Context: an optimization exercise on an open-source flow, tuned for small area and a short achievable clock period. The choices shown serve that exercise and are no tape-out recipe. At most, simulation tests tie the RTL to the original design; equivalence was not proved. No functional check of the RTL was part of runs 1 to 3.

File: config.mk
export PLATFORM = sky130hd
export DESIGN_NAME = lab4_2
export DESIGN_NICKNAME = lab4_2
export VERILOG_FILES = /design/flow/design.v
export SDC_FILE = /design/flow/constraint.sdc
export NUM_CORES = 4
export LEC_CHECK = 0
export CAP_MARGIN = 20
export CORE_MARGIN = 2
export CORE_UTILIZATION = 40
export CTS_CLUSTER_DIAMETER = 150
export CTS_CLUSTER_SIZE = 20
export SETUP_SLACK_MARGIN = 3.5
export SLEW_MARGIN = 20
File: run.sh
#!/bin/bash
# synth_recipe.tcl (not shown) runs the flow's synth.tcl, then flattens the netlist and writes it again
# the make line also repeats each setting of config.mk as NAME=value (left out here)
make -C /OpenROAD-flow-scripts/flow DESIGN_CONFIG=/design/flow/config.mk WORK_HOME=/design/flow/orfs CLKGATE_MAP_FILE= SYNTH_SCRIPT=/design/flow/synth_recipe.tcl finish
File: constraint.sdc
create_clock -name core_clock -period 8.0 [get_ports {clk}]
set_input_delay 1.6000 -clock core_clock [delete_from_list [all_inputs] [get_ports {clk}]]
set_output_delay 1.6000 -clock core_clock [all_outputs]
set_load 0.01 [all_outputs]
File: design.v
`timescale 1ns / 1ps
module lab4_2( 
              input wire      mode,
              input wire[2:0] opCode,
              input wire[3:0] value,
              input clk,
              input reset,
              output reg[9:0] result,
              output reg cacheFull,
              output reg invalidOp,
              output reg overflow);
    reg [6:0] mem[0:31];
    reg [9:0]  p1;      
    reg [11:0] p1x3;    
    reg [5:0]  cnt;     
    reg [3:0]  start;   
    reg [4:0]  nxt;     
    reg        last;    
    reg [6:0]  cur;     
    reg [3:0]  tgt;     
    wire [2:0] cop = cur[6:4];
    wire [3:0] cv  = cur[3:0];
    wire full  = cnt[5];
    wire empty = (cnt == 6'd0);
    wire valid = (opCode[1:0] != 2'b11);
    wire store = !mode && !full && valid;
    wire exec  = mode && !empty;
    wire jump  = cop[2] & cop[1];
    function isjump;
        input [6:0] e;
        isjump = e[6] & e[5];
    endfunction
    wire [11:0] sum = result + cv + (cop[0] ? p1 : 10'd0);
    function [9:0] row;
        input [1:0] d;
        input [9:0] b;
        input [9:0] b3;
        case (d)
            2'd0: row = 10'd0;
            2'd1: row = b;
            2'd2: row = {b[8:0], 1'b0};
            default: row = b3;
        endcase
    endfunction
    wire [9:0] r0 = row(result[1:0], p1, p1x3[9:0]);
    wire [9:0] r1 = row(result[3:2], p1, p1x3[9:0]);
    wire [9:0] r2 = row(result[5:4], p1, p1x3[9:0]);
    wire [9:0] r3 = row(result[7:6], p1, p1x3[9:0]);
    wire [9:0] r4 = row(result[9:8], p1, p1x3[9:0]);
    function [1:0] fa;
        input a, b, c;
        fa = {(a & b) | (a & c) | (b & c), a ^ b ^ c};
    endfunction
    function [1:0] ha;
        input a, b;
        ha = {a & b, a ^ b};
    endfunction
    wire t1, t2, t3, t4, t5, t6, t7, t8, t9, t10, t11, t12, t13, t14, t15, t16, t17, t18, t19, t20, t21, t22, t23, t24, t25, t26, t27, t28;
    assign {t2, t1} = ha(r0[8], r1[6]);
    assign {t4, t3} = fa(r0[9], r1[7], r2[5]);
    assign {t6, t5} = ha(r0[6], r1[4]);
    assign {t8, t7} = fa(r0[7], r1[5], r2[3]);
    assign {t10, t9} = fa(t1, r2[4], r3[2]);
    assign {t12, t11} = fa(t3, r3[3], r4[1]);
    assign {t14, t13} = ha(cv[2], r0[2]);
    assign {t16, t15} = fa(cv[3], r0[3], r1[1]);
    assign {t18, t17} = fa(r0[4], r1[2], r2[0]);
    assign {t20, t19} = fa(r0[5], r1[3], r2[1]);
    assign {t22, t21} = fa(t5, r2[2], r3[0]);
    assign {t24, t23} = fa(t7, r3[1], t6);
    assign {t26, t25} = fa(t9, r4[0], t8);
    assign {t28, t27} = fa(t11, t2, t10);
    wire [9:0] mx = {t27, t25, t23, t21, t19, t17, t15, t13, cv[1], cv[0]};
    wire [9:0] my = {t26, t24, t22, t20, t18, t16, t14, r1[0], r0[1], r0[0]};
    wire mcout = t4 | t12 | t28;
    wire [10:0] plo = mx + my;
    wire [9:0] p1or = {p1[9], p1[9] | p1[8], p1[9] | p1[8] | p1[7],
                       |p1[9:6], |p1[9:5], |p1[9:4], |p1[9:3], |p1[9:2], |p1[9:1], |p1[9:0]};
    wire phi = (result[1] & p1or[9]) | (result[2] & p1or[8]) | (result[3] & p1or[7])
             | (result[4] & p1or[6]) | (result[5] & p1or[5]) | (result[6] & p1or[4])
             | (result[7] & p1or[3]) | (result[8] & p1or[2]) | (result[9] & p1or[1]);
    wire thi = (result[1:0] == 2'd3 && p1x3[11:10] != 2'd0)
             | (result[3:2] == 2'd3 && p1x3[11:8]  != 4'd0)
             | (result[5:4] == 2'd3 && p1x3[11:6]  != 6'd0)
             | (result[7:6] == 2'd3 && p1x3[11:4]  != 8'd0)
             | (result[9:8] == 2'd3 && p1x3[11:2]  != 10'd0);
    wire movf = plo[10] | mcout | phi | thi;
    wire [3:0] pop = result[0] + result[1] + result[2] + result[3] + result[4]
                   + result[5] + result[6] + result[7] + result[8] + result[9];
    wire [9:0] rev = {result[0], result[1], result[2], result[3], result[4],
                      result[5], result[6], result[7], result[8], result[9]};
    reg [9:0] nres;
    reg       novf;
    always @* begin
        case (cop[2:1])
            2'b00:   begin nres = sum[9:0]; novf = sum[11:10] != 2'd0; end
            2'b01:   begin nres = plo[9:0]; novf = movf; end
            default: begin nres = cop[0] ? rev : {6'd0, pop}; novf = 1'b0; end
        endcase
    end
    wire [4:0] nidx = last ? {1'b0, tgt} : nxt;        
    wire [5:0] nidx1 = nidx + 6'd1;
    reg [6:0] rdat;                                      
    integer k;
    always @* begin
        rdat = 7'd0;
        for (k = 0; k < 32; k = k + 1)
            rdat = rdat | (mem[k] & {7{nidx == k}});
    end
    reg [6:0] ncur;
    reg [3:0] nst;
    always @* begin
        ncur = cur;
        nst  = start;
        if (empty)
            ncur = {opCode, value};
        else if (mode) begin
            ncur = rdat;
            nst  = tgt;
        end
    end
    always @(posedge clk) begin
        if (store)
            mem[cnt[4:0]] <= {opCode, value};
        cur <= ncur;
        tgt <= isjump(ncur) ? ncur[3:0] : nst;
    end
    always @(posedge clk or posedge reset) begin
        if (reset) begin
            result    <= 10'd0;
            p1        <= 10'd0;
            p1x3      <= 12'd0;
            overflow  <= 1'b0;
            cacheFull <= 1'b0;
            invalidOp <= 1'b0;
            cnt       <= 6'd0;
            start     <= 4'd0;
            nxt       <= 5'd1;
            last      <= 1'b0;
        end else begin
            if (!mode) begin
                if (full)
                    cacheFull <= 1'b1;
                else begin
                    invalidOp <= !valid;
                    if (valid) begin
                        cnt  <= cnt + 6'd1;
                        last <= empty;
                    end
                end
            end else if (!empty) begin
                nxt   <= nidx1[4:0];
                last  <= (nidx1 == cnt);
                start <= tgt;
                if (!jump) begin
                    result   <= nres;
                    p1       <= result;
                    p1x3     <= {2'd0, result} + {1'b0, result, 1'b0};
                    overflow <= novf;
                end
            end
        end
    end
endmodule
==> reports/qor.csv, run 1 <==
metric,value,unit
status,no timing/DRC/antenna violations,
ant_nets,0,
core,35400,um^2
routed_via_density,5.95,
min_path_cells,2,
vias,9875,
track_usage,0.221,
cts.reportedPaths.clkPinSlew,90,ps
max_freq,232,MHz
hold_viol_final,0,
wl,41700,um
cts_max_path_buffers,3,
tns,0,ps
slew_violations,0,
antenna_found_initial,2,
ys_top_cells_by_area,"edfxtp_1, dfrtp_1, ha_1",
htreeDepth,1,
syn_to_final_growth,9.60,%
finalCriticalPeriod,4320,ps
async_reset_ff_frac,0.175,
synth_edf_count,229,
arrival,4700,ps
synth_most_common_cell,edfxtp_1,
synth.top_cell.area_share,0.480,
dr.pass1.iters,5,
skew,32.0,ps
syn_area,14300,um^2
regToRegSetupSlack,3680,ps
synthDistinctLibCells,75,
cp-end-kind,flop,
grt_max_degree,57,
route.detailed.drc,0,
grt_pass1_wl,62700,um
dpl_cell_area,15000,um^2
boundaryPins,23,
synthFlopType,edfxtp_1,
drive_gt1_frac,0.0950,
yosysTopAreaCell,edfxtp_1,
min_from,nxt[0],
ys_seq_area_frac,0.576,
worstPathRequired,8380,ps
fin_hold_ws,495,ps
relSlewSlack,0.317,
fin_area,15700,um^2
yosysWarnings,1,
wl_per_cell,25.1,um
drt_iter0_drc,1068,
syn_area_per_cell,12.1,um^2
cts_tree,done,
rsz0062_at_grt,no,
die_h,193,um
row_count,69,
reg2reg_from,result[5],
io_buffers,22,
gp_congestion,0.937,
synth_seq_cells,285,
cts_root_buf,clkbuf_16,
clkSinkCount,285,
n_antenna_cell,0,
cap_violations,0,
initial_utilization,0.405,
ctsHoldBuffers,0,
synthTopCellsByCount,"edfxtp_1, nand2_1, o21ai_0",
postSynthCellCount,1187,
critical_path_class,reg -> reg,
timing.final.crit_share,0.540,
start_kind,flop,
cts-buffers-inserted,18,
syn_nets,1281,
overflow,0,
rr_worst_depth,17,
fin_nets,1289,
min_to,nxt[0],
dp_hpwl,28700,um
worst_pin_slew,1020,ps
crit_fanout,5,
clock_latency,530,ps
holdCritPathClass,reg -> reg,
reg2reg_to,overflow,
dieArea,37300,um^2
die_x,193,um
grt_pass1_vias,9548,
setup_violations,0,
metal layers:
metal	vias up	global-route usage	wire length, um
met5	-	0	14
met4	2	0.0715	1370
met3	74	0.0472	3780
met2	449	0.332	18300
met1	4874	0.319	18300
li1	4476	-	-
per-stage QoR:
| stage | util | std cells | setup WS (ps) |
|---|---|---|---|
| 2_1_floorplan | - | 1187 | 3610 |
| 3_3_place_gp | 0.423 | 1622 | 3170 |
| 3_5_place_dp | 0.423 | 1622 | 3120 |
| 4_1_cts | 0.438 | 1647 | 3470 |
| 5_1_grt | 0.444 | 1661 | 3490 |
| 6_report | 0.444 | 1661 | 3680 |
cells in the final DEF (no fill, tap or decap), types with 36 or more instances in the layout:
cell type / netlist / layout
inv_1: 50 / 44
edfxtp_1: 229 / 229
a22oi_1: 56 / 55
nand3_1: 36 / 36
dfrtp_1: 49 / 40
buf_4: 0 / 36
o21ai_0: 88 / 85
nand2_1: 91 / 91
nor2_1: 77 / 77
a21oi_1: 44 / 44
ha_1: 60 / 51
sequential cells by signal (all words and copies together), names as in the netlist:
name,cells
mem,224
p1x3,12
result,10
p1,9
cur,7
cnt,6
nxt,5
start,4
tgt,4
cacheFull,1
invalidOp,1
last,1
overflow,1
how the worst max path moves through the flow:
stage / start / end
after floorplan: result[2] / overflow
after global placement: mode / tgt[0]
after detailed placement: mode / tgt[2]
after CTS: result[1] / overflow
after global routing: result[5] / overflow
final: result[5] / overflow
cell type report:
cell class	count	area, um^2
multi-input combinational	781	5670
timing repair buffer	58	490
fill	3259	19700
inverter	51	194
sequential	285	8260
clock inverter	2	32.5
tap	461	577
clock buffer	23	469
critical path: stages, from the launching register on:
cell	delay, ps
dfrtp_2	440
buf_4	150
ha_4	170
a22oi_1	190
o21ai_1	120
fa_1	500
fa_1	490
inv_1	50
fa_1	480
inv_1	50
ha_1	320
a211o_1	310
a21oi_1	100
o21ai_0	90
a221oi_1	260
nand3_1	120
a311oi_1	220
o41ai_1	100
logic make-up after synthesis:
logic type / synth area share
buf+inv: 0.0345
simple gates: 0.101
mux: 0.0299
compound gates: 0.154
fa+ha+maj: 0.0860
flops: 0.576
xor+xnor: 0.0196
timing repair:
| item | CTS | global route |
|---|---|---|
| resized for setup | 17 | 20 |
| endpoints found under the setup margin | 3 | 9 |
| buffers inserted | 0 | 14 |
| pin swaps | 0 | 2 |
==> run 2, diff against run 1 <==
--- a/config.mk
+++ b/config.mk
@@ -7,7 +7,7 @@
 export LEC_CHECK = 0
 export CAP_MARGIN = 20
 export CORE_MARGIN = 2
-export CORE_UTILIZATION = 40
+export CORE_UTILIZATION = 55
 export CTS_CLUSTER_DIAMETER = 150
 export CTS_CLUSTER_SIZE = 20
 export SETUP_SLACK_MARGIN = 3.5
==> reports/qor.csv, run 2 <==
metric,value,unit,change
vias,10100,,was 9875
postSynthCellCount,1187,,unchanged
cts.reportedPaths.clkPinSlew,90,ps,about the same
synth.top_cell.area_share,0.480,,unchanged
cp-end-kind,flop,,unchanged
dieArea,27400,um^2,was 37300 um^2
routed_via_density,6.54,,was 5.95
grt_pass1_wl,64300,um,was 62700 um
setup_violations,0,,unchanged
crit_fanout,17,,was 5
start_kind,flop,,unchanged
synthXorXnorAreaFrac,0.0196,,unchanged
grt_max_degree,57,,unchanged
clock_latency,520,ps,was 530 ps
min_to,nxt[0],,unchanged
finalCriticalPeriod,4390,ps,was 4320 ps
synth_adder_area_share,0.0860,,unchanged
reg2reg_from,last,,was result[5]
reg2reg_to,tgt[3],,was overflow
cts_tree,done,,unchanged
regToRegSetupSlack,3610,ps,was 3680 ps
min_path_cells,2,,unchanged
synthSimpleGateAreaFrac,0.101,,unchanged
min_from,nxt[0],,unchanged
io_buffers,22,,unchanged
tns,0,ps,unchanged
ys_top_cells_by_area,"edfxtp_1, dfrtp_1, ha_1",,unchanged
syn_nets,1281,,unchanged
syn_area,14300,um^2,unchanged
timing.final.crit_share,0.549,,was 0.540
critical_path_class,reg -> reg,,unchanged
clkSinkCount,285,,unchanged
ys_seq_area_frac,0.576,,unchanged
relSlewSlack,0.273,,was 0.317
largest_reg_flops,224,,unchanged
synthTopCellsByCount,"edfxtp_1, nand2_1, o21ai_0",,unchanged
grt_pass1_vias,9622,,was 9548
fin_area,15600,um^2,was 15700 um^2
cts-buffers-inserted,18,,unchanged
drive_gt1_frac,0.0934,,was 0.0950
fin_nets,1292,,was 1289
synth_compound_area_frac,0.154,,unchanged
cts_max_path_buffers,3,,unchanged
status,no timing/DRC/antenna violations,,unchanged
hold_viol_final,0,,unchanged
cts_root_buf,clkbuf_16,,unchanged
antenna_found_initial,0,,was 2
drt_iter0_drc,1189,,was 1068
holdCritPathClass,reg -> reg,,unchanged
wl,43800,um,was 41700 um
cap_violations,0,,unchanged
rsz0062_at_grt,yes,,was no
worst_pin_slew,1090,ps,was 1020 ps
initial_utilization,0.554,,was 0.405
boundaryPins,23,,unchanged
die_x,165,um,was 193 um
cp_common_cell,ha_1,,was fa_1
syn_area_per_cell,12.1,um^2,unchanged
overflow,0,,unchanged
dr.pass1.iters,6,,was 5
yosysWarnings,1,,unchanged
dp_cells,1495,,was 1622
synth_seq_cells,285,,unchanged
yosysTopAreaCell,edfxtp_1,,unchanged
synth_top_family_by_area,compound AO/OA/AOI/OAI gates,,unchanged
synthDistinctLibCells,75,,unchanged
worstPathRequired,8290,ps,was 8380 ps
synthMuxAreaShare,0.0299,,unchanged
final_common_cell,edfxtp_1,,unchanged
core,25800,um^2,was 35400 um^2
track_usage,0.326,,was 0.221
slew_violations,0,,unchanged
cp_cell_sequence,mux2i_1 -> inv_1 -> ha_1 -> buf_4 -> and2_1 -> ha_1 -> a22oi_1 -> nand2_1 -> a211oi_1 -> o2111ai_1 -> a2bb2oi_1 -> mux2_4,,was buf_4 -> ha_4 -> a22oi_1 -> o21ai_1 -> fa_1 -> fa_1 -> inv_1 -> fa_1 -> inv_1 -> ha_1 -> a211o_1 -> a21oi_1 -> o21ai_0 -> a221oi_1 -> nand3_1 -> a311oi_1 -> o41ai_1
dpl_cell_area,14800,um^2,was 15000 um^2
wl_per_cell,28.4,um,was 25.1 um
max_freq,228,MHz,was 232 MHz
row_count,59,,was 69
arrival,4680,ps,was 4700 ps
htreeDepth,1,,unchanged
synth_edf_count,229,,unchanged
crit_path_max_incr_delay,620,ps,was 500 ps
async_reset_ff_frac,0.175,,unchanged
num-fill-cells,2129,,was 3259
dp_hpwl,30500,um,was 28700 um
skew,25.1,ps,was 32.0 ps
synthFlopType,edfxtp_1,,unchanged
synth_most_common_cell,edfxtp_1,,unchanged
syn_to_final_growth,8.91,%,was 9.60%
ant_nets,0,,unchanged
n_antenna_cell,0,,unchanged
route.detailed.drc,0,,unchanged
rr_worst_depth,12,,was 17
layout_common_cells,"edfxtp_1, nand2_1, o21ai_0, nor2_1, a22oi_1",,unchanged
critical-path-slowest-cell,a22oi_1,,was fa_1
fin_cells,1545,,was 1661
gp_congestion,0.918,,was 0.937
die_h,165,um,was 193 um
## run 2: final cells by class
cell class | instances | area (um^2) | area share
inverter | 51 | 194 | 0.0124
timing repair buffer | 61 | 513 | 0.0329
clock inverter | 1 | 16.3 | 0.00104
tap | 335 | 419 | 0.0269
multi-input combinational | 781 | 5680 | 0.364
sequential | 285 | 8260 | 0.529
clock buffer | 31 | 520 | 0.0334
## run 2: logic make-up (layout without fill, tap and decap cells)
logic type | Yosys count | count (layout)
buffers and inverters | 121 | 144
AND/OR/NAND/NOR | 303 | 303
multiplexers | 39 | 39
adder cells (fa/ha/maj) | 84 | 84
flip-flops | 285 | 285
AO/OA/AOI/OAI | 323 | 323
XOR/XNOR | 32 | 32
## run 2: worst max path at each step
| stage | startpoint | end | slack [ps] | depth (start not counted) |
|---|---|---|---|---|
| 6_report | last | tgt[3] | 3610 | 12 |
| 5_1_grt | result[1] | overflow | 3410 | 17 |
| 4_1_cts | result[2] | overflow | 3380 | 17 |
| 3_5_place_dp | result[5] | overflow | 3200 | 15 |
| 3_3_place_gp | result[5] | overflow | 3260 | 15 |
| 2_1_floorplan | result[2] | overflow | 3610 | 17 |
## run 2: through the flow
stage          utilization  setup WS, ps  hold slack (ps)
2_1_floorplan            -          3610              458
3_3_place_gp         0.574          3260              475
3_5_place_dp         0.574          3200              477
4_1_cts              0.595          3380              495
5_1_grt              0.604          3410              513
6_report             0.604          3610              498
## run 2: critical path: cells and delay by family (launching register included)
family	cells	cell delay, ps
and+or+nand+nor	2	300
AOI/OAI and AO/OA	4	1680
buffers and inverters	2	370
muxes	2	680
adders and majority gates	2	530
DFF	1	570
## run 2: repair_timing
item	in CTS	in global routing
resized for setup	12	22
setup endpoints to repair	3	2
pin swaps	0	0
hold buffers	0	0
buffers inserted	0	18
endpoints found under the hold margin	0	0
## run 2: layer usage
layer / global-route usage / wire length, um
met1: 0.414 / 16800
met2: 0.563 / 21600
met3: 0.0450 / 3140
met4: 0.136 / 2260
met5: 0 / 0
==> run 3, diff against run 2 <==
==> flow/run.sh (new file) <==
#!/bin/bash
# Standard layout, with the port buffers made from the smallest buffer cell.
set -e
export BUFFER_PORTS_ARGS="-buffer_cell sky130_fd_sc_hd__buf_1"
cat standard.sh > standard_sh_copy.txt
bash standard.sh > standard.log 2>&1
==> standard.sh (new file) <==
#!/bin/bash
# synth_recipe.tcl (not shown) runs the flow's synth.tcl, then flattens the netlist and writes it again
# the make line also repeats each setting of config.mk as NAME=value (left out here)
make -C /OpenROAD-flow-scripts/flow DESIGN_CONFIG=/design/flow/config.mk WORK_HOME=/design/flow/orfs CLKGATE_MAP_FILE= SYNTH_SCRIPT=/design/flow/synth_recipe.tcl "${@:-finish}"
--- a/config.mk
+++ b/config.mk
@@ -7,7 +7,7 @@
 export LEC_CHECK = 0
 export CAP_MARGIN = 20
 export CORE_MARGIN = 2
-export CORE_UTILIZATION = 55
+export CORE_UTILIZATION = 40
 export CTS_CLUSTER_DIAMETER = 150
 export CTS_CLUSTER_SIZE = 20
 export SETUP_SLACK_MARGIN = 3.5
removed: run.sh
==> reports/qor.csv, run 3 <==
metric,value,unit,change
critical-path-slowest-cell,dfrtp_2,,was a22oi_1
clkSinkCount,285,,unchanged
wl_met1,18400,um,was 16800 um
ys_top_cells_by_area,"edfxtp_1, dfrtp_1, ha_1",,unchanged
rsz0062_at_grt,no,,was yes
finalCriticalPeriod,4300,ps,was 4390 ps
dieArea,37300,um^2,was 27400 um^2
dr.max_layer_used,met4,,unchanged
htreeDepth,1,,unchanged
cap_violations,0,,unchanged
core,35400,um^2,was 25800 um^2
status,no timing/DRC/antenna violations,,unchanged
route.detailed.drc,0,,unchanged
dpl_cell_area,14900,um^2,was 14800 um^2
grt_pass1_wl,63700,um,was 64300 um
worstPathRequired,8290,ps,about the same
synth.top_cell.area_share,0.480,,unchanged
synth_edf_count,229,,unchanged
grt_pass1_vias,9731,,was 9622
die_x,193,um,was 165 um
yosysWarnings,1,,unchanged
syn_area,14300,um^2,unchanged
hold_viol_final,0,,unchanged
ctsHoldBuffers,0,,unchanged
gp_congestion,0.935,,was 0.918
track_usage,0.222,,was 0.326
die_h,193,um,was 165 um
critical_path_class,reg -> reg,,unchanged
boundaryPins,23,,unchanged
ys_seq_area_frac,0.576,,unchanged
synthTopCellsByCount,"edfxtp_1, nand2_1, o21ai_0",,unchanged
final-seq-area,8260,um^2,about the same
io_buffers,22,,unchanged
dr_wl_met2,19000,um,was 21600 um
wl_per_cell,25.1,um,was 28.4 um
crit_fanout,17,,unchanged
drt_iter0_drc,1010,,was 1189
cts_max_path_buffers,3,,unchanged
largest_reg_flops,224,,unchanged
arrival,4600,ps,was 4680 ps
met3_length,3570,um,was 3140 um
cts_tree,done,,unchanged
fin_nets,1296,,was 1292
crit_start,last,,unchanged
layout_common_cells,"edfxtp_1, nand2_1, o21ai_0, nor2_1, a22oi_1",,unchanged
worst_pin_slew,1010,ps,was 1090 ps
cts.reportedPaths.clkPinSlew,80,ps,was 90 ps
yosysTopAreaCell,edfxtp_1,,unchanged
cp_common_cell,ha_1,,unchanged
num-fill-cells,3228,,was 2129
reg2reg_from,last,,unchanged
overflow,0,,unchanged
antenna_found_initial,0,,unchanged
clock_latency,550,ps,was 520 ps
syn_area_per_cell,12.1,um^2,unchanged
multi_input_area,5710,um^2,was 5680 um^2
skew,53.0,ps,was 25.1 ps
start_kind,flop,,unchanged
initial_utilization,0.405,,was 0.554
drive_gt1_frac,0.102,,was 0.0934
syn_nets,1281,,unchanged
cp_cell_sequence,mux2i_1 -> inv_1 -> ha_1 -> and2_1 -> ha_1 -> a221o_1 -> nor4_1 -> o2111a_1 -> a211oi_2 -> and2b_4 -> or2_1,,was mux2i_1 -> inv_1 -> ha_1 -> buf_4 -> and2_1 -> ha_1 -> a22oi_1 -> nand2_1 -> a211oi_1 -> o2111ai_1 -> a2bb2oi_1 -> mux2_4
routed_via_density,6.01,,was 6.54
synth_most_common_cell,edfxtp_1,,unchanged
relSlewSlack,0.326,,was 0.273
min_from,cacheFull,,was nxt[0]
timing.final.crit_share,0.538,,was 0.549
wl,42100,um,was 43800 um
final_common_cell,edfxtp_1,,unchanged
grt_max_degree,57,,unchanged
fin_area,15700,um^2,was 15600 um^2
max_freq,232,MHz,was 228 MHz
n_antenna_cell,0,,unchanged
cts-buffers-inserted,18,,unchanged
cts_root_buf,clkbuf_16,,unchanged
regToRegSetupSlack,3700,ps,was 3610 ps
synthDistinctLibCells,75,,unchanged
cp-end-kind,flop,,unchanged
syn_to_final_growth,9.53,%,was 8.91%
tns,0,ps,unchanged
postSynthCellCount,1187,,unchanged
dr.pass1.iters,6,,unchanged
synthFlopType,edfxtp_1,,unchanged
async_reset_ff_frac,0.175,,unchanged
vias,10100,,about the same
synth_seq_cells,285,,unchanged
ant_nets,0,,unchanged
slew_violations,0,,unchanged
holdCritPathClass,reg -> reg,,unchanged
crit_path_max_incr_delay,560,ps,was 620 ps
row_count,69,,was 59
setup_violations,0,,unchanged
dp_hpwl,28700,um,was 30500 um
==> run 3: cell count changes in the layout (fill, tap and decap cells not counted), sizes merged <==
| cell | change |
|---|---|
| clkinv | +1 |
| clkdlybuf4s50 | -22 |
| clkinvlp | +1 |
| buf | +25 |
| inv | -1 |
==> run 3: path summary, 6_finish.rpt <==
kind | endpoint | cells after the start
max in group asynchronous | result[1] | 3
worst min register to register | cacheFull | 1
worst max-delay path | tgt[2] | 11
min in group asynchronous | p1x3[10] | 3
worst max register to register | tgt[2] | 11
worst min-delay path | cacheFull | 1
==> run 3: worst max-delay path, delay by kind of cell (launching register included) <==
kind	cells	cell delay [ps]
buffers and inverters	1	150
AOI/OAI and AO/OA	3	880
adders and majority gates	2	720
muxes	1	440
DFF	1	560
and+or+nand+nor	4	1280
==> run 3: cell families (layout without fill, tap and decap cells) <==
group / Yosys count / after routing / synth area share
AO/OA/AOI/OAI: 323 / 323 / 0.154
XOR/XNOR: 32 / 32 / 0.0196
adder cells (fa/ha/maj): 84 / 84 / 0.0860
buffers and inverters: 121 / 148 / 0.0345
flip-flops: 285 / 285 / 0.576
multiplexers: 39 / 39 / 0.0299
AND/OR/NAND/NOR: 303 / 303 / 0.101
==> run 3: final cells by class <==
cell class | instances | share of cell area
Inverter | 51 | 0.0126
Multi-Input combinational cell | 781 | 0.364
Tap cell | 461 | 0.0368
Clock buffer | 30 | 0.0316
Timing Repair Buffer | 65 | 0.0259
Clock inverter | 2 | 0.00295
Sequential cell | 285 | 0.527
==> run 3: what timing repair did <==
action,in CTS,in global routing
endpoints found under the setup margin,1,10
pin swaps,0,2
buffers inserted,0,20
cloned,0,0
resized for setup,21,18
==> run 3: metal layers <==
metal | vias up | global-route usage
met4 | 0 | 0.0534
met3 | 78 | 0.0345
met1 | 4980 | 0.326
met5 | - | 0
li1 | 4500 | -
met2 | 504 | 0.346
==> run 3: stage by stage <==
stage	instances	setup WS, ps	hold WS [ps]	util
global placement	1623	3350	477	0.420
detailed placement	1623	3260	490	0.420
CTS	1655	3500	513	0.437
floorplan	1187	3610	458	-
global route	1675	3540	536	0.443
finish	1675	3700	498	0.443
==> run 4, diff against run 3 <==
--- a/design.v
+++ b/design.v
@@ -74,17 +74,24 @@
     wire [9:0] my = {t26, t24, t22, t20, t18, t16, t14, r1[0], r0[1], r0[0]};
     wire mcout = t4 | t12 | t28;
     wire [10:0] plo = mx + my;
-    wire [9:0] p1or = {p1[9], p1[9] | p1[8], p1[9] | p1[8] | p1[7],
-                       |p1[9:6], |p1[9:5], |p1[9:4], |p1[9:3], |p1[9:2], |p1[9:1], |p1[9:0]};
-    wire phi = (result[1] & p1or[9]) | (result[2] & p1or[8]) | (result[3] & p1or[7])
-             | (result[4] & p1or[6]) | (result[5] & p1or[5]) | (result[6] & p1or[4])
-             | (result[7] & p1or[3]) | (result[8] & p1or[2]) | (result[9] & p1or[1]);
-    wire thi = (result[1:0] == 2'd3 && p1x3[11:10] != 2'd0)
-             | (result[3:2] == 2'd3 && p1x3[11:8]  != 4'd0)
-             | (result[5:4] == 2'd3 && p1x3[11:6]  != 6'd0)
-             | (result[7:6] == 2'd3 && p1x3[11:4]  != 8'd0)
-             | (result[9:8] == 2'd3 && p1x3[11:2]  != 10'd0);
-    wire movf = plo[10] | mcout | phi | thi;
+    function rowhi;
+        input [1:0]  d;
+        input        ge1;    
+        input        ge2;    
+        input        ge3;    
+        case (d)
+            2'd0: rowhi = 1'b0;
+            2'd1: rowhi = ge1;
+            2'd2: rowhi = ge2;
+            default: rowhi = ge3;
+        endcase
+    endfunction
+    wire mhi = rowhi(result[1:0], 1'b0,        p1[9],       |p1x3[11:10])
+             | rowhi(result[3:2], |p1[9:8],    |p1[9:7],    |p1x3[11:8])
+             | rowhi(result[5:4], |p1[9:6],    |p1[9:5],    |p1x3[11:6])
+             | rowhi(result[7:6], |p1[9:4],    |p1[9:3],    |p1x3[11:4])
+             | rowhi(result[9:8], |p1[9:2],    |p1[9:1],    |p1x3[11:2]);
+    wire movf = plo[10] | mcout | mhi;
     wire [3:0] pop = result[0] + result[1] + result[2] + result[3] + result[4]
                    + result[5] + result[6] + result[7] + result[8] + result[9];
     wire [9:0] rev = {result[0], result[1], result[2], result[3], result[4],
==> run.sh (new file) <==
#!/bin/bash
# synth_recipe.tcl (not shown) runs the flow's synth.tcl, then flattens the netlist and writes it again
# the make line also repeats each setting of config.mk as NAME=value (left out here)
make -C /OpenROAD-flow-scripts/flow DESIGN_CONFIG=/design/flow/config.mk WORK_HOME=/design/flow/orfs CLKGATE_MAP_FILE= SYNTH_SCRIPT=/design/flow/synth_recipe.tcl finish
removed: flow/run.sh
removed: standard.sh
==> reports/qor.csv, run 4 <==
metric,value,unit,change
syn_area_per_cell,11.8,um^2,was 12.1 um^2
initial_utilization,0.403,,was 0.405
dieArea,38100,um^2,was 37300 um^2
rr_worst_depth,11,,unchanged
die_h,195,um,was 193 um
gp_congestion,1.03,,was 0.935
fin_area,16000,um^2,was 15700 um^2
syn_to_final_growth,9.15,%,was 9.53%
worstPathRequired,8280,ps,was 8290 ps
fin_cells,1710,,was 1675
layout_common_cells,"edfxtp_1, nand2_1, o21ai_0, nor2_1, ha_1",,"was edfxtp_1, nand2_1, o21ai_0, nor2_1, a22oi_1"
syn_area,14600,um^2,was 14300 um^2
dpl_cell_area,15200,um^2,was 14900 um^2
die_x,195,um,was 193 um
worst_pin_slew,919,ps,was 1010 ps
crit_fanout,21,,was 17
grt_pass1_wl,66200,um,was 63700 um
holdCritPathClass,reg -> reg,,unchanged
crit_path_max_incr_delay,660,ps,was 560 ps
cts-buffers-inserted,18,,unchanged
synth_most_common_cell,edfxtp_1,,unchanged
fin_nets,1327,,was 1296
postSynthCellCount,1241,,was 1187
rsz0062_at_grt,no,,unchanged
skew,36.9,ps,was 53.0 ps
synthDistinctLibCells,80,,was 75
yosysTopAreaCell,edfxtp_1,,unchanged
arrival,4640,ps,was 4600 ps
drt_iter0_drc,1313,,was 1010
relSlewSlack,0.386,,was 0.326
min_to,nxt[0],,was cacheFull
slew_violations,0,,unchanged
fin_hold_ws,493,ps,was 498 ps
cp_cell_sequence,mux2i_1 -> nor2_2 -> and2_1 -> ha_1 -> a22o_1 -> a31oi_1 -> nand4_1 -> a2111oi_2 -> a22oi_1 -> nand3_2 -> mux2_2,,was mux2i_1 -> inv_1 -> ha_1 -> and2_1 -> ha_1 -> a221o_1 -> nor4_1 -> o2111a_1 -> a211oi_2 -> and2b_4 -> or2_1
dp_hpwl,30400,um,was 28700 um
dp_cells,1671,,was 1623
io_buffers,22,,unchanged
tns,0,ps,unchanged
cts_tree,done,,unchanged
vias,10400,,was 10100
route.detailed.drc,0,,unchanged
yosysWarnings,1,,unchanged
synthTopCellsByCount,"edfxtp_1, nand2_1, nor2_1",,"was edfxtp_1, nand2_1, o21ai_0"
ys_seq_area_frac,0.565,,was 0.576
track_usage,0.232,,was 0.222
routed_via_density,6.06,,was 6.01
largest_reg_flops,224,,unchanged
final_common_cell,edfxtp_1,,unchanged
syn_nets,1338,,was 1281
timing.final.crit_share,0.544,,was 0.538
grt_max_degree,61,,was 57
status,no timing/DRC/antenna violations,,unchanged
synthFlopType,edfxtp_1,,unchanged
critical-path-slowest-cell,mux2i_1,,was dfrtp_2
reg2reg_from,last,,unchanged
boundaryPins,23,,unchanged
clkSinkCount,285,,unchanged
setup_violations,0,,unchanged
clock_latency,550,ps,about the same
drive_gt1_frac,0.0950,,was 0.102
wl_per_cell,25.9,um,was 25.1 um
finalCriticalPeriod,4360,ps,was 4300 ps
core,36300,um^2,was 35400 um^2
antenna_found_initial,0,,unchanged
synth_seq_cells,285,,unchanged
cts.reportedPaths.clkPinSlew,90,ps,was 80 ps
overflow,0,,unchanged
hold_viol_final,0,,unchanged
ant_nets,0,,unchanged
min_from,nxt[0],,was cacheFull
critical_path_class,reg -> reg,,unchanged
n_antenna_cell,0,,unchanged
start_kind,flop,,unchanged
synth.top_cell.area_share,0.471,,was 0.480
cap_violations,0,,unchanged
min_path_cells,2,,was 1
async_reset_ff_frac,0.175,,unchanged
regToRegSetupSlack,3640,ps,was 3700 ps
cts_max_path_buffers,3,,unchanged
reg2reg_to,tgt[0],,was tgt[2]
grt_pass1_vias,9966,,was 9731
htreeDepth,1,,unchanged
ys_top_cells_by_area,"edfxtp_1, dfrtp_1, ha_1",,unchanged
dr.pass1.iters,6,,unchanged
row_count,70,,was 69
max_freq,230,MHz,was 232 MHz
wl,44400,um,was 42100 um
cts_root_buf,clkbuf_16,,unchanged
cp-end-kind,flop,,unchanged
ctsHoldBuffers,0,,unchanged
synth_edf_count,229,,unchanged
==> run 4: cells by family (layout without fill, tap and decap cells) <==
logic type,Yosys count,in the layout,synth area share
xor gates and xnor gates,31,31,0.0186
and+or+nand+nor,332,332,0.109
AOI/OAI and AO/OA,342,342,0.162
DFF,285,285,0.565
muxes,30,30,0.0221
adders and majority gates,87,87,0.0868
buffers and inverters,134,135,0.0372
==> run 4: through the flow <==
stage	setup WS [ps]	util
2_1_floorplan	3780	-
3_3_place_gp	3010	0.420
3_5_place_dp	2910	0.420
4_1_cts	3460	0.436
5_1_grt	3510	0.440
6_report	3640	0.440
==> run 4: final cells by class <==
cell class	count	area (um^2)
tap	468	586
clock buffer	30	495
clock inverter	2	46.3
sequential	285	8260
multi-input combinational	822	5940
timing repair buffer	48	418
fill	3430	20300
inverter	55	206
==> run 4: critical path, delay by kind of cell, from the launching register on <==
family / cells / cell delay, ps
AO/OA/AOI/OAI: 4 / 1220
multiplexers: 2 / 1010
AND/OR/NAND/NOR: 4 / 960
flip-flops: 1 / 640
adder cells (fa/ha/maj): 1 / 260
==> run 4: per-layer routing <==
| layer | part of all wire | wire length (um) | vias to the layer above | global-route usage |
|---|---|---|---|---|
| met5 | 0 | 0 | - | 0 |
| met4 | 0.032 | 1430 | 0 | 0.0749 |
| met3 | 0.072 | 3180 | 74 | 0.0212 |
| met2 | 0.48 | 21300 | 510 | 0.385 |
| met1 | 0.42 | 18500 | 5127 | 0.321 |
| li1 | - | - | 4655 | - |
==> run 4: worst max-delay path by stage <==
stage,startpoint,to,depth (start not counted)
floorplan,result[1],overflow,17
global placement,last,tgt[3],12
detailed placement,opCode[1],mem[25][1],5
CTS,opCode[1],mem[25][3],5
global route,result[2],overflow,15
finish,last,tgt[0],11
==> run 4: repair_timing <==
| item | in CTS | in global routing |
|---|---|---|
| setup buffers | 0 | 7 |
| setup endpoints to repair | 44 | 223 |
| resized for setup | 20 | 30 |
| gates cloned | 0 | 0 |
| hold endpoints to repair | 0 | 0 |
==> run 5, diff against run 4 <==
--- a/config.mk
+++ b/config.mk
@@ -10,5 +10,5 @@
 export CORE_UTILIZATION = 40
 export CTS_CLUSTER_DIAMETER = 150
 export CTS_CLUSTER_SIZE = 20
-export SETUP_SLACK_MARGIN = 3.5
+export SETUP_SLACK_MARGIN = 3.8
 export SLEW_MARGIN = 20
==> reports/qor.csv, run 5 <==
metric,value,unit,change
status,no timing/DRC/antenna violations,,unchanged
fin_nets,1339,,was 1327
n_antenna_cell,0,,unchanged
reg2reg_from,last,,unchanged
worstPathRequired,8290,ps,was 8280 ps
tns,0,ps,unchanged
wl,45000,um,was 44400 um
gp_congestion,0.991,,was 1.03
core,36300,um^2,unchanged
cp_cell_sequence,mux2i_4 -> inv_1 -> ha_2 -> and2_1 -> ha_1 -> a22o_1 -> a31oi_1 -> nand4_1 -> a2111oi_2 -> a22oi_1 -> nand3_2 -> mux2_2,,was mux2i_1 -> nor2_2 -> and2_1 -> ha_1 -> a22o_1 -> a31oi_1 -> nand4_1 -> a2111oi_2 -> a22oi_1 -> nand3_2 -> mux2_2
routed_via_density,6.10,,was 6.06
dieArea,38100,um^2,unchanged
io_buffers,22,,unchanged
holdCritPathClass,reg -> reg,,unchanged
htreeDepth,1,,unchanged
cts-buffers-inserted,18,,unchanged
die_h,195,um,unchanged
start_kind,flop,,unchanged
syn_to_final_growth,10.1,%,was 9.15%
syn_area,14600,um^2,unchanged
relSlewSlack,0.330,,was 0.386
ant_nets,0,,unchanged
dp_cells,1671,,unchanged
clock_latency,530,ps,was 550 ps
ys_seq_area_frac,0.565,,unchanged
grt_pass1_wl,67300,um,was 66200 um
cp-end-kind,flop,,unchanged
drive_gt1_frac,0.102,,was 0.0950
initial_utilization,0.403,,unchanged
crit_path_max_incr_delay,570,ps,was 660 ps
hold_viol_final,0,,unchanged
critical-path-slowest-cell,dfrtp_4,,was mux2i_1
fin_cells,1722,,was 1710
worst_pin_slew,992,ps,was 919 ps
ys_top_cells_by_area,"edfxtp_1, dfrtp_1, ha_1",,unchanged
final_common_cell,edfxtp_1,,unchanged
async_reset_ff_frac,0.175,,unchanged
synthTopCellsByCount,"edfxtp_1, nand2_1, nor2_1",,unchanged
cts_max_path_buffers,3,,unchanged
largest_reg_flops,224,,unchanged
row_count,70,,unchanged
setup_violations,0,,unchanged
fin_hold_ws,490,ps,was 493 ps
min_path_cells,1,,was 2
cap_violations,0,,unchanged
route.detailed.drc,0,,unchanged
syn_nets,1338,,unchanged
synthDistinctLibCells,80,,unchanged
crit_family,compound AO/OA/AOI/OAI gates,,unchanged
grt_pass1_vias,10200,,was 9966
drt_iter0_drc,1123,,was 1313
critical_path_class,reg -> reg,,unchanged
crit_fanout,16,,was 21
syn_area_per_cell,11.8,um^2,unchanged
synth.top_cell.area_share,0.471,,unchanged
postSynthCellCount,1241,,unchanged
cts_tree,done,,unchanged
arrival,4400,ps,was 4640 ps
slew_violations,0,,unchanged
vias,10500,,was 10400
ctsHoldBuffers,0,,unchanged
overflow,0,,unchanged
max_freq,243,MHz,was 230 MHz
setup_slack,3890,ps,was 3640 ps
grt_max_degree,61,,unchanged
cp-endpoint,tgt[3],,was tgt[0]
rsz0062_at_grt,yes,,was no
rr_worst_depth,12,,was 11
reg2reg_to,tgt[3],,was tgt[0]
num-fill-cells,3350,,was 3430
yosysWarnings,1,,unchanged
path_buf_inv,1,,was 0
synthFlopType,edfxtp_1,,unchanged
skew,38.8,ps,was 36.9 ps
layout_common_cells,"edfxtp_1, nand2_1, nor2_1, o21ai_0, ha_1",,"was edfxtp_1, nand2_1, o21ai_0, nor2_1, ha_1"
track_usage,0.234,,was 0.232
clkSinkCount,285,,unchanged
synth_seq_cells,285,,unchanged
dp_hpwl,30300,um,was 30400 um
cts.reportedPaths.clkPinSlew,100,ps,was 90 ps
wl_per_cell,26.1,um,was 25.9 um
synth_edf_count,229,,unchanged
cts_root_buf,clkbuf_16,,unchanged
dr.pass1.iters,8,,was 6
synth_most_common_cell,edfxtp_1,,unchanged
yosysTopAreaCell,edfxtp_1,,unchanged
cp.depth,12,,was 11
antenna_found_initial,0,,unchanged
dpl_worst_slack,2900,ps,was 2910 ps
die_x,195,um,unchanged
boundaryPins,23,,unchanged
timing.final.crit_share,0.514,,was 0.544
crit_start,last,,unchanged
regToRegSetupSlack,3890,ps,was 3640 ps
finalCriticalPeriod,4110,ps,was 4360 ps
run 5: changes by cell type in the layout (fill, tap and decap cells not counted), moves of 3 or more:
cell    previous run  this run
nor2_2            18         7
buf_4             26        38
ha_2               6         3
ha_4               4         7
nor2_1            71        82
run 5: cells by family (layout without fill, tap and decap cells):
kind of cell,Yosys count,count (layout),synth area share
AOI/OAI and AO/OA,342,342,0.162
xor gates and xnor gates,31,31,0.0186
DFF,285,285,0.565
buffers and inverters,134,147,0.0372
and+or+nand+nor,332,332,0.109
adders and majority gates,87,87,0.0868
muxes,30,30,0.0221
run 5: metal layers:
metal	vias up	track usage	share of wire
li1	4676	-	-
met5	-	0	0
met3	110	0.0283	0.072
met1	5217	0.321	0.42
met2	493	0.388	0.47
met4	0	0.0803	0.038
run 5: repair_timing:
action | in CTS | in global routing
pin swaps | 0 | 1
gates cloned | 0 | 0
endpoints found under the setup margin | 21 | 229
resized for setup | 32 | 22
setup buffers | 12 | 7
run 5: layout make-up:
class / instances / area, um^2 / share of cell area
Clock inverter: 1 / 16.3 / 0.00101
Clock buffer: 31 / 520 / 0.0324
Inverter: 55 / 210 / 0.0131
Tap cell: 468 / 586 / 0.0364
Timing Repair Buffer: 60 / 505 / 0.0314
Sequential cell: 285 / 8260 / 0.514
Multi-Input combinational cell: 822 / 5980 / 0.372
run 5: how the worst min path moves through the flow:
stage	startpoint	endpoint
2_1_floorplan	nxt[0]	nxt[0]
4_1_cts	cacheFull	cacheFull
3_3_place_gp	start[2]	start[2]
6_report	cacheFull	cacheFull
5_1_grt	start[3]	start[3]
3_5_place_dp	cacheFull	cacheFull
run 5: worst register-to-register path, delay by kind of cell, from the launching register on:
kind,cells,cell delay (ps)
buffers and inverters,1,120
AO/OA/AOI/OAI,4,1300
AND/OR/NAND/NOR,3,620
multiplexers,2,690
flip-flops,1,570
adder cells (fa/ha/maj),2,590
run 5: metrics by stage:
step	util	instance area (um^2)
after CTS	0.440	15900
after floorplan	-	14600
after global placement	0.420	15200
after global routing	0.444	16100
after detailed placement	0.420	15200
final	0.444	16100
==> run 6, diff against run 5 <==
--- a/config.mk
+++ b/config.mk
@@ -10,5 +10,5 @@
 export CORE_UTILIZATION = 40
 export CTS_CLUSTER_DIAMETER = 150
 export CTS_CLUSTER_SIZE = 20
-export SETUP_SLACK_MARGIN = 3.8
+export SETUP_SLACK_MARGIN = 4.4
 export SLEW_MARGIN = 20
==> reports/qor.csv, run 6 <==
metric,value,unit,change
setup_violations,0,,unchanged
fin_cells,1742,,was 1722
grt_max_degree,61,,unchanged
tns,0,ps,unchanged
yosysWarnings,1,,unchanged
holdCritPathClass,reg -> reg,,unchanged
synthDistinctLibCells,80,,unchanged
ys_seq_area_frac,0.565,,unchanged
cts_max_path_buffers,3,,unchanged
row_count,70,,unchanged
regToRegSetupSlack,3960,ps,was 3890 ps
rsz0062_at_grt,yes,,unchanged
worst_pin_slew,1070,ps,was 992 ps
min_path_cells,1,,unchanged
postSynthCellCount,1241,,unchanged
synth_edf_count,229,,unchanged
core,36300,um^2,unchanged
status,no timing/DRC/antenna violations,,unchanged
met3_length,4010,um,was 3250 um
layout_common_cells,"edfxtp_1, nand2_1, o21ai_0, nor2_1, buf_4",,"was edfxtp_1, nand2_1, nor2_1, o21ai_0, ha_1"
multi_input_area,6360,um^2,was 5980 um^2
dr_wl_met2,20200,um,was 21300 um
drt_iter0_drc,1267,,was 1123
wl_per_cell,25.7,um,was 26.1 um
synth_seq_cells,285,,unchanged
synthFlopType,edfxtp_1,,unchanged
dr.pass1.iters,7,,was 8
htreeDepth,1,,unchanged
finalCriticalPeriod,4040,ps,was 4110 ps
antenna_found_initial,0,,unchanged
grt_pass1_wl,66300,um,was 67300 um
gp_congestion,1.01,,was 0.991
relSlewSlack,0.281,,was 0.330
final_common_cell,edfxtp_1,,unchanged
syn_nets,1338,,unchanged
n_antenna_cell,0,,unchanged
drive_gt1_frac,0.171,,was 0.102
synthTopCellsByCount,"edfxtp_1, nand2_1, nor2_1",,unchanged
wl,44700,um,was 45000 um
die_h,195,um,unchanged
dp_hpwl,29800,um,was 30300 um
syn_area_per_cell,11.8,um^2,unchanged
syn_area,14600,um^2,unchanged
start_kind,flop,,unchanged
boundaryPins,23,,unchanged
final-seq-area,8270,um^2,was 8260 um^2
routed_via_density,6.12,,was 6.10
cp-end-kind,flop,,unchanged
clkSinkCount,285,,unchanged
ant_nets,0,,unchanged
initial_utilization,0.403,,unchanged
dp_cells,1671,,unchanged
dr.max_layer_used,met4,,unchanged
worstPathRequired,8430,ps,was 8290 ps
hold_viol_final,0,,unchanged
num-fill-cells,3320,,was 3350
die_x,195,um,unchanged
timing.final.crit_share,0.505,,was 0.514
synth_most_common_cell,edfxtp_1,,unchanged
overflow,0,,unchanged
track_usage,0.232,,was 0.234
wl_met1,19300,um,was 18700 um
cts-buffers-inserted,18,,unchanged
ctsHoldBuffers,0,,unchanged
critical_path_class,reg -> reg,,unchanged
async_reset_ff_frac,0.175,,unchanged
dieArea,38100,um^2,unchanged
skew,26.3,ps,was 38.8 ps
slew_violations,0,,unchanged
synth.top_cell.area_share,0.471,,unchanged
grt_pass1_vias,10200,,about the same
max_freq,248,MHz,was 243 MHz
largest_reg_flops,224,,unchanged
cap_violations,0,,unchanged
yosysTopAreaCell,edfxtp_1,,unchanged
cts_root_buf,clkbuf_16,,unchanged
ys_top_cells_by_area,"edfxtp_1, dfrtp_1, ha_1",,unchanged
arrival,4470,ps,was 4400 ps
vias,10700,,was 10500
cts.reportedPaths.clkPinSlew,90,ps,was 100 ps
io_buffers,22,,unchanged
crit_fanout,4,,was 16
clock_latency,560,ps,was 530 ps
cts_tree,done,,unchanged
syn_to_final_growth,14.3,%,was 10.1%
route.detailed.drc,0,,unchanged
fin_nets,1359,,was 1339
rr_worst_depth,16,,was 12
fin_hold_ws,472,ps,was 490 ps
[run 6: routing by layer]
| metal | global-route usage | vias to the layer above |
|---|---|---|
| met1 | 0.338 | 5297 |
| met3 | 0.0435 | 79 |
| li1 | - | 4720 |
| met5 | 0 | - |
| met2 | 0.358 | 557 |
| met4 | 0.0588 | 0 |
[run 6: logic make-up (layout without fill, tap and decap cells)]
family	count (synthesis)	count (layout)	share of synthesized area
compound gates	342	342	0.162
xor+xnor	31	31	0.0186
fa+ha+maj	87	87	0.0868
buf+inv	134	167	0.0372
flops	285	285	0.565
mux	30	30	0.0221
simple gates	332	332	0.109
[run 6: worst paths after layout]
kind                       startpoint         to
setup / recovery            result[4]   overflow
hold / removal              cacheFull  cacheFull
setup reg to reg            result[4]   overflow
hold reg to reg             cacheFull  cacheFull
max in group asynchronous       reset  result[9]
min in group asynchronous       reset     cnt[3]
[run 6: layout make-up]
| class | count | area share |
|---|---|---|
| Clock buffer | 30 | 0.0299 |
| Clock inverter | 2 | 0.00277 |
| Inverter | 55 | 0.0130 |
| Multi-Input combinational cell | 822 | 0.381 |
| Sequential cell | 285 | 0.495 |
| Tap cell | 468 | 0.0351 |
| Timing Repair Buffer | 80 | 0.0434 |
[run 6: through the flow]
stage / instance area (um^2) / util / setup slack, ps
5_1_grt: 16700 / 0.461 / 3760
3_3_place_gp: 15300 / 0.422 / 3260
3_5_place_dp: 15300 / 0.422 / 3130
2_1_floorplan: 14700 / - / 4270
4_1_cts: 16500 / 0.454 / 4040
6_report: 16700 / 0.461 / 3960
[run 6: repair_timing]
| item | in CTS | in global routing |
|---|---|---|
| endpoints found under the setup margin | 239 | 232 |
| gates cloned | 0 | 1 |
| buffers inserted | 27 | 11 |
| pin swaps | 12 | 16 |
| gates resized for setup | 99 | 30 |
[run 6: critical path, stage by stage, from the launching register on]
cell,delay [ps]
dfrtp_2,450
buf_12,150
ha_4,160
a22oi_2,190
o21ai_2,90
fa_1,510
fa_1,490
inv_1,50
fa_1,490
inv_2,50
ha_4,150
nor4b_4,210
nand3_2,140
nor4_2,270
o2111ai_1,190
a21o_1,210
o22a_1,150
==> run 7, diff against run 6 <==
--- a/config.mk
+++ b/config.mk
@@ -10,5 +10,5 @@
 export CORE_UTILIZATION = 40
 export CTS_CLUSTER_DIAMETER = 150
 export CTS_CLUSTER_SIZE = 20
-export SETUP_SLACK_MARGIN = 4.4
+export SETUP_SLACK_MARGIN = 4.1
 export SLEW_MARGIN = 20
==> reports/qor.csv, run 7 <==
metric,value,unit,change
syn_area,14600,um^2,unchanged
ant_nets,0,,unchanged
layout_common_cells,"edfxtp_1, nand2_1, o21ai_0, nor2_1, ha_1",,"was edfxtp_1, nand2_1, o21ai_0, nor2_1, buf_4"
cp-end-kind,flop,,unchanged
drive_gt1_frac,0.141,,was 0.171
die_h,195,um,unchanged
boundaryPins,23,,unchanged
io_buffers,22,,unchanged
clkSinkCount,285,,unchanged
synthTopCellsByCount,"edfxtp_1, nand2_1, nor2_1",,unchanged
grt_pass1_wl,67700,um,was 66300 um
worst_pin_slew,902,ps,was 1070 ps
skew,27.2,ps,was 26.3 ps
fin_util,0.451,,was 0.461
wl,45600,um,was 44700 um
synth_top_family_by_area,compound AO/OA/AOI/OAI gates,,unchanged
synthDistinctLibCells,80,,unchanged
start_kind,flop,,unchanged
cts_root_buf,clkbuf_16,,unchanged
multi_input_area,6180,um^2,was 6360 um^2
synth_most_common_cell,edfxtp_1,,unchanged
overflow,0,,unchanged
synth_compound_area_frac,0.162,,unchanged
tns,0,ps,unchanged
grt_max_degree,61,,unchanged
syn_area_per_cell,11.8,um^2,unchanged
cts_max_path_buffers,3,,unchanged
cts-buffers-inserted,18,,unchanged
cts.reportedPaths.clkPinSlew,90,ps,about the same
routed_via_density,6.09,,was 6.12
yosysTopAreaCell,edfxtp_1,,unchanged
synthXorXnorAreaFrac,0.0186,,unchanged
cap_violations,0,,unchanged
wl_per_cell,26.4,um,was 25.7 um
num-fill-cells,3353,,was 3320
max_freq,245,MHz,was 248 MHz
finalCriticalPeriod,4080,ps,was 4040 ps
setup_violations,0,,unchanged
slew_violations,0,,unchanged
final_common_cell,edfxtp_1,,unchanged
cts_tree,done,,unchanged
ys_top_cells_by_area,"edfxtp_1, dfrtp_1, ha_1",,unchanged
row_count,70,,unchanged
grt_pass1_vias,10200,,about the same
synth.top_cell.area_share,0.471,,unchanged
relSlewSlack,0.391,,was 0.281
drt_iter0_drc,1439,,was 1267
setup_slack,3920,ps,was 3960 ps
dp_hpwl,31200,um,was 29800 um
timing.final.crit_share,0.510,,was 0.505
ys_seq_area_frac,0.565,,unchanged
clock_latency,540,ps,was 560 ps
dieArea,38100,um^2,unchanged
vias,10500,,was 10700
min_from,start[1],,was cacheFull
rsz0062_at_grt,yes,,unchanged
status,no timing/DRC/antenna violations,,unchanged
arrival,4490,ps,was 4470 ps
initial_utilization,0.403,,unchanged
crit_start,result[5],,was result[4]
die_x,195,um,unchanged
synthFlopType,edfxtp_1,,unchanged
async_reset_ff_frac,0.175,,unchanged
antenna_found_initial,0,,unchanged
synthMuxAreaShare,0.0221,,unchanged
core,36300,um^2,unchanged
synth_adder_area_share,0.0868,,unchanged
dpl_worst_slack,2960,ps,was 3130 ps
htreeDepth,1,,unchanged
route.detailed.drc,0,,unchanged
fin_nets,1346,,was 1359
track_usage,0.238,,was 0.232
synth_seq_cells,285,,unchanged
syn_nets,1338,,unchanged
crit_fanout,7,,was 4
n_antenna_cell,0,,unchanged
dr.pass1.iters,9,,was 7
largest_reg_flops,224,,unchanged
syn_to_final_growth,12.0,%,was 14.3%
reg2reg_from,result[5],,was result[4]
hold_viol_final,0,,unchanged
synth_edf_count,229,,unchanged
postSynthCellCount,1241,,unchanged
fin_cells,1729,,was 1742
yosysWarnings,1,,unchanged
worstPathRequired,8410,ps,was 8430 ps
holdCritPathClass,reg -> reg,,unchanged
final-seq-area,8270,um^2,about the same
synthSimpleGateAreaFrac,0.109,,unchanged
dp_cells,1670,,was 1671
gp_congestion,0.965,,was 1.01
critical_path_class,reg -> reg,,unchanged
-- run 7: cell counts after synthesis --
No cell type changed its count.
-- run 7: stage by stage --
| stage | hold slack, ps | area (um^2) |
|---|---|---|
| 2_1_floorplan | 458 | 14600 |
| 3_3_place_gp | 489 | 15200 |
| 3_5_place_dp | 490 | 15200 |
| 4_1_cts | 515 | 16100 |
| 5_1_grt | 540 | 16400 |
| 6_report | 514 | 16400 |
-- run 7: path summary, 6_finish.rpt --
path / to / slack, ps / depth (start not counted)
setup / recovery: overflow / 3920 / 16
hold / removal: start[1] / 510 / 1
setup reg to reg: overflow / 3920 / 16
hold reg to reg: start[1] / 510 / 1
max in group asynchronous: last / 5870 / 3
min in group asynchronous: result[8] / 1570 / 3
-- run 7: routing by layer --
metal	track usage	up-vias	wire length [um]
met3	0.0278	118	3780
met1	0.332	5136	18800
li1	-	4701	-
met4	0.0868	0	1970
met5	0	-	0
met2	0.384	579	21000
-- run 7: repair_timing --
action	CTS	global route
hold endpoints to repair	0	0
hold buffers	0	0
pin swaps	2	13
resized for setup	50	51
setup buffers	19	8
endpoints found under the setup margin	224	224
-- run 7: cells by family after synthesis --
logic type | count (synthesis)
fa+ha+maj | 87
simple gates | 332
compound gates | 342
buf+inv | 134
mux | 30
flops | 285
xor+xnor | 31
-- run 7: layout make-up --
type,instances,share of cell area
inverters,55,0.0132
clock inverters,2,0.00283
well taps,468,0.0358
flip-flops and latches,285,0.505
clock buffers,30,0.0303
multi-input cells,822,0.378
repair buffers,67,0.0352
-- run 7: worst max-delay path, cell delays in order, from the launching register on --
cell and delay [ps]:
dfrtp_2 460, buf_4 160, ha_4 180, a22oi_1 140, o21ai_1 120, fa_1 500
fa_1 530, inv_1 50, fa_1 510, inv_2 50, ha_4 150, nor4b_4 210
nand3_2 140, nor4_4 220, o2111ai_1 150, a21o_1 220, o22a_1 160
==> run 8, diff against run 7 <==
--- a/config.mk
+++ b/config.mk
@@ -8,7 +8,8 @@
 export CAP_MARGIN = 20
 export CORE_MARGIN = 2
 export CORE_UTILIZATION = 40
-export CTS_CLUSTER_DIAMETER = 150
-export CTS_CLUSTER_SIZE = 20
+export CTS_BUF_LIST = sky130_fd_sc_hd__clkbuf_8
+export CTS_CLUSTER_DIAMETER = 100
+export CTS_CLUSTER_SIZE = 14
 export SETUP_SLACK_MARGIN = 4.1
 export SLEW_MARGIN = 20
==> reports/qor.csv, run 8 <==
metric,value,unit,change
status,no timing/DRC/antenna violations,,unchanged
min_to,start[1],,unchanged
ant_nets,0,,unchanged
n_antenna_cell,0,,unchanged
synthMuxAreaShare,0.0221,,unchanged
cp_common_cell,fa_1,,unchanged
die_h,195,um,unchanged
path_buf_inv,3,,unchanged
synth.top_cell.area_share,0.471,,unchanged
dr.max_layer_used,met4,,unchanged
syn_to_final_growth,11.5,%,was 12.0%
core,36300,um^2,unchanged
synthXorXnorAreaFrac,0.0186,,unchanged
regToRegSetupSlack,3940,ps,was 3920 ps
synthTopCellsByCount,"edfxtp_1, nand2_1, nor2_1",,unchanged
cp_cell_sequence,buf_12 -> ha_4 -> a22oi_2 -> o21ai_2 -> fa_1 -> fa_1 -> inv_1 -> fa_1 -> inv_2 -> ha_4 -> nor4b_4 -> nand3_2 -> nor4_4 -> o2111ai_1 -> a21o_1 -> o22a_1,,was buf_4 -> ha_4 -> a22oi_1 -> o21ai_1 -> fa_1 -> fa_1 -> inv_1 -> fa_1 -> inv_2 -> ha_4 -> nor4b_4 -> nand3_2 -> nor4_4 -> o2111ai_1 -> a21o_1 -> o22a_1
grt_pass1_wl,68300,um,was 67700 um
met3_length,3800,um,was 3780 um
dr.pass1.iters,5,,was 9
worstPathRequired,8500,ps,was 8410 ps
synthFlopType,edfxtp_1,,unchanged
relSlewSlack,0.392,,was 0.391
fin_nets,1361,,was 1346
fin_util,0.449,,was 0.451
tns,0,ps,unchanged
num-fill-cells,3351,,was 3353
syn_area_per_cell,11.8,um^2,unchanged
slew_violations,0,,unchanged
start_kind,flop,,unchanged
synth_top_family_by_area,compound AO/OA/AOI/OAI gates,,unchanged
synthSimpleGateAreaFrac,0.109,,unchanged
max_freq,246,MHz,was 245 MHz
row_count,70,,unchanged
die_x,195,um,unchanged
boundaryPins,23,,unchanged
cp-end-kind,flop,,unchanged
synth_most_common_cell,edfxtp_1,,unchanged
cts_max_path_buffers,3,,unchanged
critical-path-slowest-cell,fa_1,,unchanged
gp_congestion,0.965,,unchanged
grt_pass1_vias,10300,,was 10200
grt_max_degree,61,,unchanged
synthDistinctLibCells,80,,unchanged
drt_iter0_drc,1301,,was 1439
cts_root_buf,clkbuf_8,,was clkbuf_16
synth_seq_cells,285,,unchanged
hold_viol_final,0,,unchanged
min_path_cells,1,,unchanged
synth_adder_area_share,0.0868,,unchanged
syn_area,14600,um^2,unchanged
crit_family,adder cells,,unchanged
dr_wl_met2,21300,um,was 21000 um
finalCriticalPeriod,4060,ps,was 4080 ps
largest_reg_flops,224,,unchanged
clkSinkCount,285,,unchanged
dpl_worst_slack,2960,ps,unchanged
min_from,start[1],,unchanged
critical_path_class,reg -> reg,,unchanged
layout_common_cells,"edfxtp_1, nand2_1, o21ai_0, nor2_1, inv_1",,"was edfxtp_1, nand2_1, o21ai_0, nor2_1, ha_1"
ys_seq_area_frac,0.565,,unchanged
clock_latency,610,ps,was 540 ps
setup_violations,0,,unchanged
drive_gt1_frac,0.147,,was 0.141
setup_slack,3940,ps,was 3920 ps
dp_hpwl,31200,um,unchanged
cts-buffers-inserted,24,,was 18
fin_cells,1739,,was 1729
timing.final.crit_share,0.507,,was 0.510
dieArea,38100,um^2,unchanged
cts_tree,done,,unchanged
synth_compound_area_frac,0.162,,unchanged
ys_top_cells_by_area,"edfxtp_1, dfrtp_1, ha_1",,unchanged
cts.reportedPaths.clkPinSlew,100,ps,was 90 ps
rsz0062_at_grt,yes,,unchanged
track_usage,0.241,,was 0.238
postSynthCellCount,1241,,unchanged
yosysTopAreaCell,edfxtp_1,,unchanged
reg2reg_from,result[3],,was result[5]
skew,29.4,ps,was 27.2 ps
wl,46300,um,was 45600 um
holdCritPathClass,reg -> reg,,unchanged
io_buffers,22,,unchanged
route.detailed.drc,0,,unchanged
dp_cells,1670,,unchanged
antenna_found_initial,0,,unchanged
overflow,0,,unchanged
wl_met1,19000,um,was 18800 um
rr_worst_depth,16,,unchanged
reg2reg_to,overflow,,unchanged
crit_fanout,6,,was 7
arrival,4560,ps,was 4490 ps
synth_edf_count,229,,unchanged
wl_per_cell,26.6,um,was 26.4 um
crit_path_max_incr_delay,530,ps,about the same
htreeDepth,1,,unchanged
yosysWarnings,1,,unchanged
initial_utilization,0.403,,unchanged
syn_nets,1338,,unchanged
worst_pin_slew,910,ps,was 902 ps
routed_via_density,6.17,,was 6.09
cap_violations,0,,unchanged
final_common_cell,edfxtp_1,,unchanged
async_reset_ff_frac,0.175,,unchanged
vias,10700,,was 10500
-- run 8: logic make-up (layout without fill, tap and decap cells) --
group | after synthesis | after routing
simple gates | 332 | 332
mux | 30 | 30
fa+ha+maj | 87 | 87
buf+inv | 134 | 164
compound gates | 342 | 342
xor+xnor | 31 | 31
flops | 285 | 285
-- run 8: per-layer routing --
layer  global-route usage  vias to the layer above
met4               0.0902                        0
met1                0.331                     5293
met2                0.388                      584
li1                     -                     4718
met5                    0                        -
met3               0.0361                      128
-- run 8: worst max-delay path by stage --
| stage | start | to | slack, ps | cells after the start |
|---|---|---|---|---|
| 2_1_floorplan | result[2] | overflow | 4130 | 17 |
| 3_3_place_gp | last | tgt[0] | 3080 | 12 |
| 3_5_place_dp | last | tgt[0] | 2960 | 12 |
| 4_1_cts | result[5] | overflow | 4020 | 16 |
| 5_1_grt | result[3] | overflow | 3850 | 16 |
| 6_report | result[3] | overflow | 3940 | 16 |
-- run 8: worst reg2reg max path, stage by stage, from the launching register on --
cell,delay [ps]
dfrtp_2,460
buf_12,140
ha_4,170
a22oi_2,170
o21ai_2,80
fa_1,510
fa_1,530
inv_1,50
fa_1,510
inv_2,50
ha_4,150
nor4b_4,210
nand3_2,140
nor4_4,230
o2111ai_1,150
a21o_1,220
o22a_1,160
-- run 8: area by class of cell --
cell class	instances	area, um^2	share of cell area
clock buffers	24	330	0.0203
clock inverters	9	51.3	0.00315
inverters	55	214	0.0131
multi-input cells	822	6190	0.380
flip-flops and latches	285	8270	0.507
well taps	468	586	0.0359
repair buffers	76	658	0.0404
-- run 8: what timing repair did --
item / CTS / global route
cloned: 0 / 0
resized for setup: 50 / 46
hold buffers: 0 / 0
pin swaps: 2 / 12
endpoints found under the setup margin: 93 / 231
endpoints found under the hold margin: 0 / 0
setup buffers: 27 / 9
-- run 8: stage by stage --
step	instance area, um^2	hold WS, ps
after floorplan	14600	458
after global routing	16300	537
after global placement	15200	489
after CTS	16100	512
final	16300	512
after detailed placement	15200	490

-- afterwards: timing with drivers on the ports --
Ports are ideal in the flow. The routed layouts listed here were re-timed in OpenROAD. Step 1 sets driving cells, clkbuf_16 on the clock port and buf_2 on the other inputs (assumed; they add their load-dependent delay and slew). Step 2 times the ports against the registers' clock, not the clock port: input delays grow and output delays shrink by t, the midpoint of the rising clock arrivals with the driver on. Three values: ideal ports, drivers, drivers and shift; two values: the first two.
| run | t (ns) | setup slack, ns | worst data-port slew with drivers (ns) |
|---|---|---|---|
| run 1 | 0.559 | 3.684 / 3.684 / 3.188 | 0.03 |
| run 2 | 0.558 | 3.609 / 3.609 / 3.162 | 0.03 |
| run 3 | 0.577 | 3.696 / 3.696 / 3.696 | 0.03 |
| run 4 | 0.583 | 3.645 / 3.645 / 3.169 | 0.05 |
| run 5 | 0.564 | 3.890 / 3.890 / 3.434 | 0.04 |
| run 6 | 0.592 | 3.962 / 3.962 / 3.916 | 0.05 |
| run 7 | 0.575 | 3.923 / 3.923 / 3.612 | 0.08 |
| run 8 | 0.645 | 3.942 / 3.942 / 3.606 | 0.08 |
After both steps setup and hold are still met in every run listed. For run 1, which loses most, drivers alone change the setup slack by 0.000 ns; drivers and shift together by -0.496 ns.
